This is an optimization exercise on Yosys and OpenROAD, whose aim is small area and a short achievable clock period, not a production implementation.
Where RTL was checked, it was by simulation tests only, not by an equivalence proof against the original.

==> inputs of quartz <==
## lsm_top
module lsm_top(
    (* io_buffer_type = "none" *)input clk_i,
    (* io_buffer_type = "none" *)input rst_n_i,
    (* io_buffer_type = "none" *)input signed [15:0] data_in,
    (* io_buffer_type = "none" *)input signed [15:0] data_ref,
    (* io_buffer_type = "none" *)output signed [15:0] error_o,
    (* io_buffer_type = "none" *)output signed [15:0] data_o
    );
  reg [10:1] valid;
  reg [143:0] taps9;
  reg [15:0]  tap10;
  always @(posedge clk_i or negedge rst_n_i) begin
    if (!rst_n_i) begin
      valid <= 10'd0;
      taps9 <= {16'h0129, 16'h012B, 16'h012C, 16'h012E, 16'h012D, 16'h012D, 16'h012C, 16'h012B, 16'h012A};
    end else begin
      valid <= {valid[9:1], 1'b1};
      taps9 <= {taps9[127:0], data_in};
    end
  end
  always @(posedge clk_i)
    tap10 <= taps9[143:128];
  wire [159:0] taps = {tap10, taps9};
  error_calcu error_calcu_dut (
    .clk_i   (clk_i),
    .rst_n_i (rst_n_i),
    .data_in (data_in),
    .data_ref(data_ref),
    .valid9  (valid[9]),
    .error_o (error_o)
  );
  wire [143:0] coefs;
  wire [17:0] es = {{2{error_o[15]}}, error_o};
  wire [17:0] e383 = (es << 8) + (es << 7) - es;
  wire en_one0 = e383[0] ^ 1'b0;
  wire en_two0 = (e383[1] & ~e383[0] & ~1'b0) | (~e383[1] & e383[0] & 1'b0);
  wire en_neg0 = e383[1];
  wire en_one1 = e383[2] ^ e383[1];
  wire en_two1 = (e383[3] & ~e383[2] & ~e383[1]) | (~e383[3] & e383[2] & e383[1]);
  ...
clock: 14.0 ns
lec_check: 0
abc_area: 1
cap_margin: 20
core_margin: 2
core_utilization: 55
place_density: 0.65
setup_slack_margin: 5
slew_margin: 20
synth_hierarchical: 1
synth_minimum_keep_size: 0
standard.sh (not shown) runs the stock make flow with config.mk's settings and CLKGATE_MAP_FILE= SYNTH_SCRIPT=/design/flow/synth_recipe.tcl, a recipe that flattens the netlist after the stock synthesis.
==> flow/flow/run.sh <==
#!/bin/bash
set -euo pipefail
MARGIN=7.2
sed -e "s/SETUP_SLACK_MARGIN=[0-9.]*/SETUP_SLACK_MARGIN=$MARGIN/" standard.sh > standard_margin.sh
grep -q "SETUP_SLACK_MARGIN=$MARGIN" standard_margin.sh
bash standard_margin.sh > standard.log 2>&1
==> inputs of juniper, as changes to quartz <==
--- a/flow/flow/run.sh
+++ b/flow/flow/run.sh
@@ -2,3 +2,3 @@
 set -euo pipefail
-MARGIN=7.2
+MARGIN=7.5
 sed -e "s/SETUP_SLACK_MARGIN=[0-9.]*/SETUP_SLACK_MARGIN=$MARGIN/" standard.sh > standard_margin.sh
==> results.txt <==
metric	juniper	quartz
Highest cell delay on the worst timing path	180 ps	780 ps
Placed instance count	12700	12700
Multi-input gates	8564	8560
Worst Reg-to-Reg Cells	22	14
Area Overhead vs Synth	11.2%	9.05%
R2r startpoint	taps9[5]	taps9[91]
Buffers inserted during post-CTS setup optimization	229	100
Global-route wire length before repair	673000 µm	666000 µm
Routed length per placed instance	36.2 µm	36.5 µm
Slew at the pin closest to its max-slew limit	1160 ps	1140 ps
Fmax	0.148 GHz	0.145 GHz
Crit path max fanout	4	22
Run status	finished clean	finished clean
Master of the slowest instance on the critical path	sky130_fd_sc_hd__o21ai_4	sky130_fd_sc_hd__xor2_1
Final instance area	113000 µm²	111000 µm²
Hold worst-path end	error_calcu_dut.ref9[5]	error_calcu_dut.ref9[1]
Number of CTS-inserted buffers	78	79
Number of antenna violations at the first check in global routing	28	27
Filler instances	15500	15600
No functional check of the RTL was part of any run of this note.

========
==> inputs of run a <==
Another version of the RTL of lsm_top (not shown whole).
==> flow/config.mk <==
export PLATFORM = sky130hd
export DESIGN_NAME = lsm_top
export DESIGN_NICKNAME = lsm_top
export VERILOG_FILES = /design/flow/design.v
export SDC_FILE = /design/flow/constraint.sdc
export NUM_CORES = 4
export LEC_CHECK = 0
export ABC_AREA = 1
export CAP_MARGIN = 20
export CORE_MARGIN = 2
export CORE_UTILIZATION = 55
export PLACE_DENSITY = 0.65
export SETUP_SLACK_MARGIN = 5
export SLEW_MARGIN = 20
export SYNTH_HIERARCHICAL = 1
export SYNTH_MINIMUM_KEEP_SIZE = 0
==> flow/constraint.sdc <==
create_clock -name core_clock -period 14.0 [get_ports {clk_i}]
set_input_delay 2.8000 -clock core_clock [delete_from_list [all_inputs] [get_ports {clk_i}]]
set_output_delay 2.8000 -clock core_clock [all_outputs]
set_load 0.01 [all_outputs]
==> flow/flow/run.sh <==
#!/bin/bash
set -euo pipefail
MARGIN=7.2
CTS="-sink_clustering_enable -repair_clock_nets -dont_use_dummy_load -sink_clustering_size 24 -sink_clustering_max_diameter 80"
sed -e "s/SETUP_SLACK_MARGIN=[0-9.]*/SETUP_SLACK_MARGIN=$MARGIN/" \
    -e "s/\"\${@:-finish}\"/REMOVE_ABC_BUFFERS=1 CTS_ARGS='$CTS' \"\${@:-finish}\"/" standard.sh > standard_custom.sh
grep -q "SETUP_SLACK_MARGIN=$MARGIN" standard_custom.sh
grep -q "REMOVE_ABC_BUFFERS=1" standard_custom.sh
bash standard_custom.sh > standard.log 2>&1
==> run b (differences from run a) <==
--- a/flow/design.v
+++ b/flow/design.v
@@ -343,15 +343,100 @@
     .data_in (data_in),
     .data_ref(data_ref),
     .valid9  (valid[9]),
     .error_o (error_o)
   );
   wire [143:0] coefs;
   wire [17:0] es = {{2{error_o[15]}}, error_o};
-  wire [17:0] e383 = (es << 8) + (es << 7) - es;
+  wire [17:0] esn = ~es;
+  wire m_1, m_2;
+  full_add um_1 (.a(es[0]), .b(es[1]), .ci(esn[8]), .s(m_1), .co(m_2));
+  wire m_3, m_4;
+  full_add um_3 (.a(es[1]), .b(es[2]), .ci(esn[9]), .s(m_3), .co(m_4));
+  wire m_5, m_6;
+  full_add um_5 (.a(es[2]), .b(es[3]), .ci(esn[10]), .s(m_5), .co(m_6));
+  wire m_7, m_8;
+  full_add um_7 (.a(es[3]), .b(es[4]), .ci(esn[11]), .s(m_7), .co(m_8));
+  wire m_9, m_10;
+  full_add um_9 (.a(es[4]), .b(es[5]), .ci(esn[12]), .s(m_9), .co(m_10));
+  wire m_11, m_12;
+  full_add um_11 (.a(es[5]), .b(es[6]), .ci(esn[13]), .s(m_11), .co(m_12));
+  wire m_13, m_14;
+  full_add um_13 (.a(es[6]), .b(es[7]), .ci(esn[14]), .s(m_13), .co(m_14));
+  wire m_15, m_16;
+  full_add um_15 (.a(es[7]), .b(es[8]), .ci(esn[15]), .s(m_15), .co(m_16));
+  wire m_17, m_18;
+  full_add um_17 (.a(es[8]), .b(es[9]), .ci(esn[16]), .s(m_17), .co(m_18));
+  wire m_19, m_20;
+  full_add um_19 (.a(es[9]), .b(es[10]), .ci(esn[17]), .s(m_19), .co(m_20));
+  wire [17:0] m_ra = {m_18, m_16, m_14, m_12, m_10, m_8, m_6, m_4, m_2, m_1, es[0], esn[6], esn[5], esn[4], esn[3], esn[2], esn[1], esn[0]};
+  wire [17:0] m_rb = {m_19, m_17, m_15, m_13, m_11, m_9, m_7, m_5, m_3, 1'b0, esn[7], 1'b0, 1'b0, 1'b0, 1'b0, 1'b0, 1'b0, 1'b1};
+  wire [17:0] m_g = m_ra & m_rb;
+  wire [17:0] m_p = m_ra ^ m_rb;
+  wire m_G1 = m_g[1] | (m_p[1] & m_g[0]);
+  wire m_G2 = m_g[3] | (m_p[3] & m_g[2]);
+  wire m_P2 = m_p[3] & m_p[2];
+  wire m_G3 = m_g[5] | (m_p[5] & m_g[4]);
+  wire m_P3 = m_p[5] & m_p[4];
+  wire m_G4 = m_g[7] | (m_p[7] & m_g[6]);
+  wire m_P4 = m_p[7] & m_p[6];
+  wire m_G5 = m_g[9] | (m_p[9] & m_g[8]);
+  wire m_P5 = m_p[9] & m_p[8];
+  wire m_G6 = m_g[11] | (m_p[11] & m_g[10]);
+  wire m_P6 = m_p[11] & m_p[10];
+  wire m_G7 = m_g[13] | (m_p[13] & m_g[12]);
+  wire m_P7 = m_p[13] & m_p[12];
+  wire m_G8 = m_g[15] | (m_p[15] & m_g[14]);
+  wire m_P8 = m_p[15] & m_p[14];
+  wire m_G9 = m_g[17] | (m_p[17] & m_g[16]);
+  wire m_P9 = m_p[17] & m_p[16];
+  wire m_G10 = m_G2 | (m_P2 & m_G1);
+  wire m_G11 = m_G4 | (m_P4 & m_G3);
+  wire m_P11 = m_P4 & m_P3;
+  wire m_G12 = m_G6 | (m_P6 & m_G5);
+  wire m_P12 = m_P6 & m_P5;
+  wire m_G13 = m_G8 | (m_P8 & m_G7);
+  wire m_P13 = m_P8 & m_P7;
+  wire m_G14 = m_G11 | (m_P11 & m_G10);
+  wire m_G15 = m_G13 | (m_P13 & m_G12);
+  wire m_P15 = m_P13 & m_P12;
+  wire m_G16 = m_G15 | (m_P15 & m_G14);
+  wire m_G17 = m_G12 | (m_P12 & m_G14);
+  wire m_G18 = m_G3 | (m_P3 & m_G10);
+  wire m_G19 = m_G5 | (m_P5 & m_G14);
+  wire m_G20 = m_G7 | (m_P7 & m_G17);
+  wire m_G21 = m_G9 | (m_P9 & m_G16);
+  wire m_G22 = m_g[2] | (m_p[2] & m_G1);
+  wire m_G23 = m_g[4] | (m_p[4] & m_G10);
+  wire m_G24 = m_g[6] | (m_p[6] & m_G18);
+  wire m_G25 = m_g[8] | (m_p[8] & m_G14);
+  wire m_G26 = m_g[10] | (m_p[10] & m_G19);
+  wire m_G27 = m_g[12] | (m_p[12] & m_G17);
+  wire m_G28 = m_g[14] | (m_p[14] & m_G20);
+  wire m_G29 = m_g[16] | (m_p[16] & m_G16);
+  wire [17:0] m_s;
+  assign m_s[0] = m_p[0];
+  assign m_s[1] = m_p[1] ^ m_g[0];
+  assign m_s[2] = m_p[2] ^ m_G1;
+  assign m_s[3] = m_p[3] ^ m_G22;
+  assign m_s[4] = m_p[4] ^ m_G10;
+  assign m_s[5] = m_p[5] ^ m_G23;
+  assign m_s[6] = m_p[6] ^ m_G18;
+  assign m_s[7] = m_p[7] ^ m_G24;
+  assign m_s[8] = m_p[8] ^ m_G14;
+  assign m_s[9] = m_p[9] ^ m_G25;
+  assign m_s[10] = m_p[10] ^ m_G19;
+  assign m_s[11] = m_p[11] ^ m_G26;
+  assign m_s[12] = m_p[12] ^ m_G17;
+  assign m_s[13] = m_p[13] ^ m_G27;
+  assign m_s[14] = m_p[14] ^ m_G20;
+  assign m_s[15] = m_p[15] ^ m_G28;
+  assign m_s[16] = m_p[16] ^ m_G16;
+  assign m_s[17] = m_p[17] ^ m_G29;
+  wire [17:0] e383 = m_s;
   wire en_one0 = e383[0] ^ 1'b0;
   wire en_two0 = (e383[1] & ~e383[0] & ~1'b0) | (~e383[1] & e383[0] & 1'b0);
   wire en_neg0 = e383[1];
   wire en_one1 = e383[2] ^ e383[1];
   wire en_two1 = (e383[3] & ~e383[2] & ~e383[1]) | (~e383[3] & e383[2] & e383[1]);
   wire en_neg1 = e383[3];
   wire en_one2 = e383[4] ^ e383[3];
==> flow/flow/run.sh (replaced) <==
#!/bin/bash
set -euo pipefail
MARGIN=7.1
CTS="-sink_clustering_enable -repair_clock_nets -dont_use_dummy_load"
sed -e "s/SETUP_SLACK_MARGIN=[0-9.]*/SETUP_SLACK_MARGIN=$MARGIN/" \
    -e "s/\"\${@:-finish}\"/REMOVE_ABC_BUFFERS=1 CTS_ARGS='$CTS' \"\${@:-finish}\"/" standard.sh > standard_custom.sh
grep -q "SETUP_SLACK_MARGIN=$MARGIN" standard_custom.sh
grep -q "REMOVE_ABC_BUFFERS=1" standard_custom.sh
bash standard_custom.sh > standard.log 2>&1
==> qor summary <==
metric	run a	run b
Pre-CTS WS	6.07 ns	5.91 ns
Run status	no timing/DRC/antenna violations	no timing/DRC/antenna violations
Post-Synth XOR/XNOR Area	17.8%	18.1%
Multiplexer share of the synthesized area	0%	0.0204%
Post-cts repair resize count	416	331
Routed metal-1 wire length	147 mm	148 mm
Average footprint of a synthesized cell	10.4 um2	10.5 um2
Wire length of the first global-routing pass	603 mm	609 mm
Hold slack	0.276 ns	0.321 ns
Post-placement cell area	101,000 um2	99,900 um2
Detailed-route wire length per cell	35.8 um	37.2 um
Critical path required time	14.59 ns	14.54 ns
Hold path endpoint	error_calcu_dut.ref3[4]	d4[10]
Cell depth of the worst flop-to-flop path	15	12
Minimum clock period after layout	6.94 ns	6.95 ns
Detailed route wirelength on metal3	62.4 mm	64.5 mm
Number of non-clock buffers	515	444
Total buffers and inverters traversed by the critical path	2	1

========
==> onyx: inputs <==
Starting RTL as in the previous note.
clock: 14.0 ns
lec_check: 0
abc_area: 1
cap_margin: 20
core_margin: 2
core_utilization: 55
place_density: 0.65
setup_slack_margin: 5
slew_margin: 20
synth_hierarchical: 1
synth_minimum_keep_size: 0
==> flow/flow/run.sh <==
#!/bin/bash
set -euo pipefail
MARGIN=7.4
CTS="-sink_clustering_enable -repair_clock_nets -dont_use_dummy_load"
sed -e "s/SETUP_SLACK_MARGIN=[0-9.]*/SETUP_SLACK_MARGIN=$MARGIN/" \
    -e "s/\"\${@:-finish}\"/REMOVE_ABC_BUFFERS=1 CTS_ARGS='$CTS' \"\${@:-finish}\"/" standard.sh > standard_custom.sh
grep -q "SETUP_SLACK_MARGIN=$MARGIN" standard_custom.sh
grep -q "REMOVE_ABC_BUFFERS=1" standard_custom.sh
bash standard_custom.sh > standard.log 2>&1
==> violet: changes against onyx <==
--- a/flow/flow/run.sh
+++ b/flow/flow/run.sh
@@ -2,3 +2,3 @@
 set -euo pipefail
-MARGIN=7.4
+MARGIN=7.2
 CTS="-sink_clustering_enable -repair_clock_nets -dont_use_dummy_load"
Settings changed: TNS_END_PERCENT from default to 20.
==> metrics.yaml <==
timing:
  finalCritPeriodShare_pct: 48.4
  tightest_slew_ps: 1150
  whs_ps: 256
cells_and_area:
  buffers: 585
critical_path:
  cp.arrival_ps: 7390
  crit_path_max_fanout: 15
  regToRegSetupSlack_ps: 7230
routing:
  vias_per_cell: 6.95
outcome:
  status: "no timing/DRC/antenna violations"
clock_network:
  cts_resized: 616
grt:
  met3_usage_pct: 17.4
That was onyx.
==> metrics.yaml <==
outcome:
  status: "no timing/DRC/antenna violations"
critical_path:
  cp.arrival_ps: 7570
  regToRegSetupSlack_ps: 7020
timing:
  whs_ps: 256
  tightest_slew_ps: 1140
  finalCritPeriodShare_pct: 49.9
cells_and_area:
  buffers: 475
routing:
  vias_per_cell: 6.89
That was violet.

========
==> inputs of build 67 <==
Starting RTL as in the previous note.
Settings: LEC_CHECK=0, ABC_AREA=1, CAP_MARGIN=20, CORE_MARGIN=2, CORE_UTILIZATION=55, PLACE_DENSITY=0.65, SETUP_SLACK_MARGIN=5, SLEW_MARGIN=20, SYNTH_HIERARCHICAL=1, SYNTH_MINIMUM_KEEP_SIZE=0; clock period 14.0 ns.
==> flow/flow/run.sh <==
#!/bin/bash
set -euo pipefail
MARGIN=7.2
CTS="-sink_clustering_enable -repair_clock_nets -dont_use_dummy_load"
sed -e "s/SETUP_SLACK_MARGIN=[0-9.]*/SETUP_SLACK_MARGIN=$MARGIN/" \
    -e "s/\"\${@:-finish}\"/REMOVE_ABC_BUFFERS=1 CTS_ARGS='$CTS' \"\${@:-finish}\"/" standard.sh > standard_custom.sh
grep -q "SETUP_SLACK_MARGIN=$MARGIN" standard_custom.sh
grep -q "REMOVE_ABC_BUFFERS=1" standard_custom.sh
bash standard_custom.sh > standard.log 2>&1
==> trial 89: changes against build 67 <==
--- a/flow/design.v
+++ b/flow/design.v
@@ -343,15 +343,100 @@
     .data_in (data_in),
     .data_ref(data_ref),
     .valid9  (valid[9]),
     .error_o (error_o)
   );
   wire [143:0] coefs;
   wire [17:0] es = {{2{error_o[15]}}, error_o};
-  wire [17:0] e383 = (es << 8) + (es << 7) - es;
+  wire [17:0] esn = ~es;
+  wire m_1, m_2;
+  full_add um_1 (.a(es[0]), .b(es[1]), .ci(esn[8]), .s(m_1), .co(m_2));
+  wire m_3, m_4;
+  full_add um_3 (.a(es[1]), .b(es[2]), .ci(esn[9]), .s(m_3), .co(m_4));
+  wire m_5, m_6;
+  full_add um_5 (.a(es[2]), .b(es[3]), .ci(esn[10]), .s(m_5), .co(m_6));
+  wire m_7, m_8;
+  full_add um_7 (.a(es[3]), .b(es[4]), .ci(esn[11]), .s(m_7), .co(m_8));
+  wire m_9, m_10;
+  full_add um_9 (.a(es[4]), .b(es[5]), .ci(esn[12]), .s(m_9), .co(m_10));
+  wire m_11, m_12;
+  full_add um_11 (.a(es[5]), .b(es[6]), .ci(esn[13]), .s(m_11), .co(m_12));
+  wire m_13, m_14;
+  full_add um_13 (.a(es[6]), .b(es[7]), .ci(esn[14]), .s(m_13), .co(m_14));
+  wire m_15, m_16;
+  full_add um_15 (.a(es[7]), .b(es[8]), .ci(esn[15]), .s(m_15), .co(m_16));
+  wire m_17, m_18;
+  full_add um_17 (.a(es[8]), .b(es[9]), .ci(esn[16]), .s(m_17), .co(m_18));
+  wire m_19, m_20;
+  full_add um_19 (.a(es[9]), .b(es[10]), .ci(esn[17]), .s(m_19), .co(m_20));
+  wire [17:0] m_ra = {m_18, m_16, m_14, m_12, m_10, m_8, m_6, m_4, m_2, m_1, es[0], esn[6], esn[5], esn[4], esn[3], esn[2], esn[1], esn[0]};
+  wire [17:0] m_rb = {m_19, m_17, m_15, m_13, m_11, m_9, m_7, m_5, m_3, 1'b0, esn[7], 1'b0, 1'b0, 1'b0, 1'b0, 1'b0, 1'b0, 1'b1};
+  wire [17:0] m_g = m_ra & m_rb;
+  wire [17:0] m_p = m_ra ^ m_rb;
+  wire m_G1 = m_g[1] | (m_p[1] & m_g[0]);
+  wire m_G2 = m_g[3] | (m_p[3] & m_g[2]);
+  wire m_P2 = m_p[3] & m_p[2];
+  wire m_G3 = m_g[5] | (m_p[5] & m_g[4]);
+  wire m_P3 = m_p[5] & m_p[4];
+  wire m_G4 = m_g[7] | (m_p[7] & m_g[6]);
+  wire m_P4 = m_p[7] & m_p[6];
+  wire m_G5 = m_g[9] | (m_p[9] & m_g[8]);
+  wire m_P5 = m_p[9] & m_p[8];
+  wire m_G6 = m_g[11] | (m_p[11] & m_g[10]);
+  wire m_P6 = m_p[11] & m_p[10];
+  wire m_G7 = m_g[13] | (m_p[13] & m_g[12]);
+  wire m_P7 = m_p[13] & m_p[12];
+  wire m_G8 = m_g[15] | (m_p[15] & m_g[14]);
+  wire m_P8 = m_p[15] & m_p[14];
+  wire m_G9 = m_g[17] | (m_p[17] & m_g[16]);
+  wire m_P9 = m_p[17] & m_p[16];
+  wire m_G10 = m_G2 | (m_P2 & m_G1);
+  wire m_G11 = m_G4 | (m_P4 & m_G3);
+  wire m_P11 = m_P4 & m_P3;
+  wire m_G12 = m_G6 | (m_P6 & m_G5);
+  wire m_P12 = m_P6 & m_P5;
+  wire m_G13 = m_G8 | (m_P8 & m_G7);
+  wire m_P13 = m_P8 & m_P7;
+  wire m_G14 = m_G11 | (m_P11 & m_G10);
+  wire m_G15 = m_G13 | (m_P13 & m_G12);
+  wire m_P15 = m_P13 & m_P12;
+  wire m_G16 = m_G15 | (m_P15 & m_G14);
+  wire m_G17 = m_G12 | (m_P12 & m_G14);
+  wire m_G18 = m_G3 | (m_P3 & m_G10);
+  wire m_G19 = m_G5 | (m_P5 & m_G14);
+  wire m_G20 = m_G7 | (m_P7 & m_G17);
+  wire m_G21 = m_G9 | (m_P9 & m_G16);
+  wire m_G22 = m_g[2] | (m_p[2] & m_G1);
+  wire m_G23 = m_g[4] | (m_p[4] & m_G10);
+  wire m_G24 = m_g[6] | (m_p[6] & m_G18);
+  wire m_G25 = m_g[8] | (m_p[8] & m_G14);
+  wire m_G26 = m_g[10] | (m_p[10] & m_G19);
+  wire m_G27 = m_g[12] | (m_p[12] & m_G17);
+  wire m_G28 = m_g[14] | (m_p[14] & m_G20);
+  wire m_G29 = m_g[16] | (m_p[16] & m_G16);
+  wire [17:0] m_s;
+  assign m_s[0] = m_p[0];
+  assign m_s[1] = m_p[1] ^ m_g[0];
+  assign m_s[2] = m_p[2] ^ m_G1;
+  assign m_s[3] = m_p[3] ^ m_G22;
+  assign m_s[4] = m_p[4] ^ m_G10;
+  assign m_s[5] = m_p[5] ^ m_G23;
+  assign m_s[6] = m_p[6] ^ m_G18;
+  assign m_s[7] = m_p[7] ^ m_G24;
+  assign m_s[8] = m_p[8] ^ m_G14;
+  assign m_s[9] = m_p[9] ^ m_G25;
+  assign m_s[10] = m_p[10] ^ m_G19;
+  assign m_s[11] = m_p[11] ^ m_G26;
+  assign m_s[12] = m_p[12] ^ m_G17;
+  assign m_s[13] = m_p[13] ^ m_G27;
+  assign m_s[14] = m_p[14] ^ m_G20;
+  assign m_s[15] = m_p[15] ^ m_G28;
+  assign m_s[16] = m_p[16] ^ m_G16;
+  assign m_s[17] = m_p[17] ^ m_G29;
+  wire [17:0] e383 = m_s;
   wire en_one0 = e383[0] ^ 1'b0;
   wire en_two0 = (e383[1] & ~e383[0] & ~1'b0) | (~e383[1] & e383[0] & 1'b0);
   wire en_neg0 = e383[1];
   wire en_one1 = e383[2] ^ e383[1];
   wire en_two1 = (e383[3] & ~e383[2] & ~e383[1]) | (~e383[3] & e383[2] & e383[1]);
   wire en_neg1 = e383[3];
   wire en_one2 = e383[4] ^ e383[3];
- CAP_MARGIN: 20 -> 5
- SLEW_MARGIN: 20 -> 5
==> build 21: changes against build 67 <==
--- a/flow/design.v
+++ b/flow/design.v
@@ -343,15 +343,100 @@
     .data_in (data_in),
     .data_ref(data_ref),
     .valid9  (valid[9]),
     .error_o (error_o)
   );
   wire [143:0] coefs;
   wire [17:0] es = {{2{error_o[15]}}, error_o};
-  wire [17:0] e383 = (es << 8) + (es << 7) - es;
+  wire [17:0] esn = ~es;
+  wire m_1, m_2;
+  full_add um_1 (.a(es[0]), .b(es[1]), .ci(esn[8]), .s(m_1), .co(m_2));
+  wire m_3, m_4;
+  full_add um_3 (.a(es[1]), .b(es[2]), .ci(esn[9]), .s(m_3), .co(m_4));
+  wire m_5, m_6;
+  full_add um_5 (.a(es[2]), .b(es[3]), .ci(esn[10]), .s(m_5), .co(m_6));
+  wire m_7, m_8;
+  full_add um_7 (.a(es[3]), .b(es[4]), .ci(esn[11]), .s(m_7), .co(m_8));
+  wire m_9, m_10;
+  full_add um_9 (.a(es[4]), .b(es[5]), .ci(esn[12]), .s(m_9), .co(m_10));
+  wire m_11, m_12;
+  full_add um_11 (.a(es[5]), .b(es[6]), .ci(esn[13]), .s(m_11), .co(m_12));
+  wire m_13, m_14;
+  full_add um_13 (.a(es[6]), .b(es[7]), .ci(esn[14]), .s(m_13), .co(m_14));
+  wire m_15, m_16;
+  full_add um_15 (.a(es[7]), .b(es[8]), .ci(esn[15]), .s(m_15), .co(m_16));
+  wire m_17, m_18;
+  full_add um_17 (.a(es[8]), .b(es[9]), .ci(esn[16]), .s(m_17), .co(m_18));
+  wire m_19, m_20;
+  full_add um_19 (.a(es[9]), .b(es[10]), .ci(esn[17]), .s(m_19), .co(m_20));
+  wire [17:0] m_ra = {m_18, m_16, m_14, m_12, m_10, m_8, m_6, m_4, m_2, m_1, es[0], esn[6], esn[5], esn[4], esn[3], esn[2], esn[1], esn[0]};
+  wire [17:0] m_rb = {m_19, m_17, m_15, m_13, m_11, m_9, m_7, m_5, m_3, 1'b0, esn[7], 1'b0, 1'b0, 1'b0, 1'b0, 1'b0, 1'b0, 1'b1};
+  wire [17:0] m_g = m_ra & m_rb;
+  wire [17:0] m_p = m_ra ^ m_rb;
+  wire m_G1 = m_g[1] | (m_p[1] & m_g[0]);
+  wire m_G2 = m_g[3] | (m_p[3] & m_g[2]);
+  wire m_P2 = m_p[3] & m_p[2];
+  wire m_G3 = m_g[5] | (m_p[5] & m_g[4]);
+  wire m_P3 = m_p[5] & m_p[4];
+  wire m_G4 = m_g[7] | (m_p[7] & m_g[6]);
+  wire m_P4 = m_p[7] & m_p[6];
+  wire m_G5 = m_g[9] | (m_p[9] & m_g[8]);
+  wire m_P5 = m_p[9] & m_p[8];
+  wire m_G6 = m_g[11] | (m_p[11] & m_g[10]);
+  wire m_P6 = m_p[11] & m_p[10];
+  wire m_G7 = m_g[13] | (m_p[13] & m_g[12]);
+  wire m_P7 = m_p[13] & m_p[12];
+  wire m_G8 = m_g[15] | (m_p[15] & m_g[14]);
+  wire m_P8 = m_p[15] & m_p[14];
+  wire m_G9 = m_g[17] | (m_p[17] & m_g[16]);
+  wire m_P9 = m_p[17] & m_p[16];
+  wire m_G10 = m_G2 | (m_P2 & m_G1);
+  wire m_G11 = m_G4 | (m_P4 & m_G3);
+  wire m_P11 = m_P4 & m_P3;
+  wire m_G12 = m_G6 | (m_P6 & m_G5);
+  wire m_P12 = m_P6 & m_P5;
+  wire m_G13 = m_G8 | (m_P8 & m_G7);
+  wire m_P13 = m_P8 & m_P7;
+  wire m_G14 = m_G11 | (m_P11 & m_G10);
+  wire m_G15 = m_G13 | (m_P13 & m_G12);
+  wire m_P15 = m_P13 & m_P12;
+  wire m_G16 = m_G15 | (m_P15 & m_G14);
+  wire m_G17 = m_G12 | (m_P12 & m_G14);
+  wire m_G18 = m_G3 | (m_P3 & m_G10);
+  wire m_G19 = m_G5 | (m_P5 & m_G14);
+  wire m_G20 = m_G7 | (m_P7 & m_G17);
+  wire m_G21 = m_G9 | (m_P9 & m_G16);
+  wire m_G22 = m_g[2] | (m_p[2] & m_G1);
+  wire m_G23 = m_g[4] | (m_p[4] & m_G10);
+  wire m_G24 = m_g[6] | (m_p[6] & m_G18);
+  wire m_G25 = m_g[8] | (m_p[8] & m_G14);
+  wire m_G26 = m_g[10] | (m_p[10] & m_G19);
+  wire m_G27 = m_g[12] | (m_p[12] & m_G17);
+  wire m_G28 = m_g[14] | (m_p[14] & m_G20);
+  wire m_G29 = m_g[16] | (m_p[16] & m_G16);
+  wire [17:0] m_s;
+  assign m_s[0] = m_p[0];
+  assign m_s[1] = m_p[1] ^ m_g[0];
+  assign m_s[2] = m_p[2] ^ m_G1;
+  assign m_s[3] = m_p[3] ^ m_G22;
+  assign m_s[4] = m_p[4] ^ m_G10;
+  assign m_s[5] = m_p[5] ^ m_G23;
+  assign m_s[6] = m_p[6] ^ m_G18;
+  assign m_s[7] = m_p[7] ^ m_G24;
+  assign m_s[8] = m_p[8] ^ m_G14;
+  assign m_s[9] = m_p[9] ^ m_G25;
+  assign m_s[10] = m_p[10] ^ m_G19;
+  assign m_s[11] = m_p[11] ^ m_G26;
+  assign m_s[12] = m_p[12] ^ m_G17;
+  assign m_s[13] = m_p[13] ^ m_G27;
+  assign m_s[14] = m_p[14] ^ m_G20;
+  assign m_s[15] = m_p[15] ^ m_G28;
+  assign m_s[16] = m_p[16] ^ m_G16;
+  assign m_s[17] = m_p[17] ^ m_G29;
+  wire [17:0] e383 = m_s;
   wire en_one0 = e383[0] ^ 1'b0;
   wire en_two0 = (e383[1] & ~e383[0] & ~1'b0) | (~e383[1] & e383[0] & 1'b0);
   wire en_neg0 = e383[1];
   wire en_one1 = e383[2] ^ e383[1];
   wire en_two1 = (e383[3] & ~e383[2] & ~e383[1]) | (~e383[3] & e383[2] & e383[1]);
   wire en_neg1 = e383[3];
   wire en_one2 = e383[4] ^ e383[3];
==> comparison table <==
quantity                                                                       build 67             trial 89             build 21
Status                                                 no timing/DRC/antenna violations  no timing/DRC/antenna violations  no timing/DRC/antenna violations
Critical register-to-register path startpoint                      taps9[100]$_DFF_PN0_  taps9[81]$_DFF_PN1_  taps9[81]$_DFF_PN1_
Clock Latency Late Sink                                                         0.76 ns              0.73 ns              0.74 ns
Buffer and inverter count on the worst path                                           2                    1                    1
Combined area of the multi-input logic cells                              0.08122 sq mm        0.08067 sq mm        0.08066 sq mm
Drt via density                                                                   6.926                7.070                7.062
Largest net degree at the start of global routing                                   136                  138                  138
Multi-input gate share of total cell area                                        76.33%               76.16%               76.15%
Number of antenna violations at the first check in global routing                    11                   14                   13
Layout inverter count without the clock tree                                        681                  602                  602
Worst R2R Setup Slack                                                           7.17 ns              7.13 ns              7.14 ns
Number of gates resized after cts                                                   388                  426                  426
Vias after detailed routing                                                       81680                82115                81986
Aggregate global-route resource usage                                            45.58%               47.43%               47.43%

afterwards: timing with drivers on the ports:
No port has a modelled driver above. Below, the same layouts with a new extraction and two added sets of constraints.
Step 1 assumes that a clkbuf_16 drives the clock port and a buf_2 every other input.
Step 2 moves the port delays by t, midway between the first and last clock arrival at a register: inputs arrive t later, outputs are due t later. That takes back most of the time a late clock gives input paths.
Three values: ideal, step 1, step 2; two values: the first two.
run	shift t [ns]	setup slack, ns	hold slack, ns	worst register clock-pin slew, ns
quartz	0.846	7.114 / 7.114 / 7.114	0.325 / 0.325 / 0.325	0.08 / 0.08
juniper	0.857	7.222 / 7.127 / 7.127	0.319 / 0.319 / 0.319	0.09 / 0.09
run a	0.807	7.057 / 7.057 / 7.057	0.276 / 0.276 / 0.276	0.09 / 0.09
run b	0.792	7.055 / 7.054 / 7.054	0.321 / 0.321 / 0.321	0.07 / 0.07
onyx	0.802	7.231 / 7.222 / 7.222	0.256 / 0.256 / 0.256	0.07 / 0.07
violet	0.802	7.019 / 7.019 / 7.019	0.256 / 0.256 / 0.256	0.07 / 0.07
build 67	0.798	7.171 / 7.158 / 7.158	0.260 / 0.260 / 0.260	0.07 / 0.07
trial 89	0.791	7.135 / 7.053 / 7.053	0.320 / 0.320 / 0.320	0.07 / 0.07
build 21	0.795	7.136 / 7.061 / 7.061	0.320 / 0.320 / 0.320	0.07 / 0.07
After both steps every run listed still meets setup and hold. For juniper, which loses most, drivers alone change the setup slack by -0.095 ns; drivers and shift together by -0.095 ns.
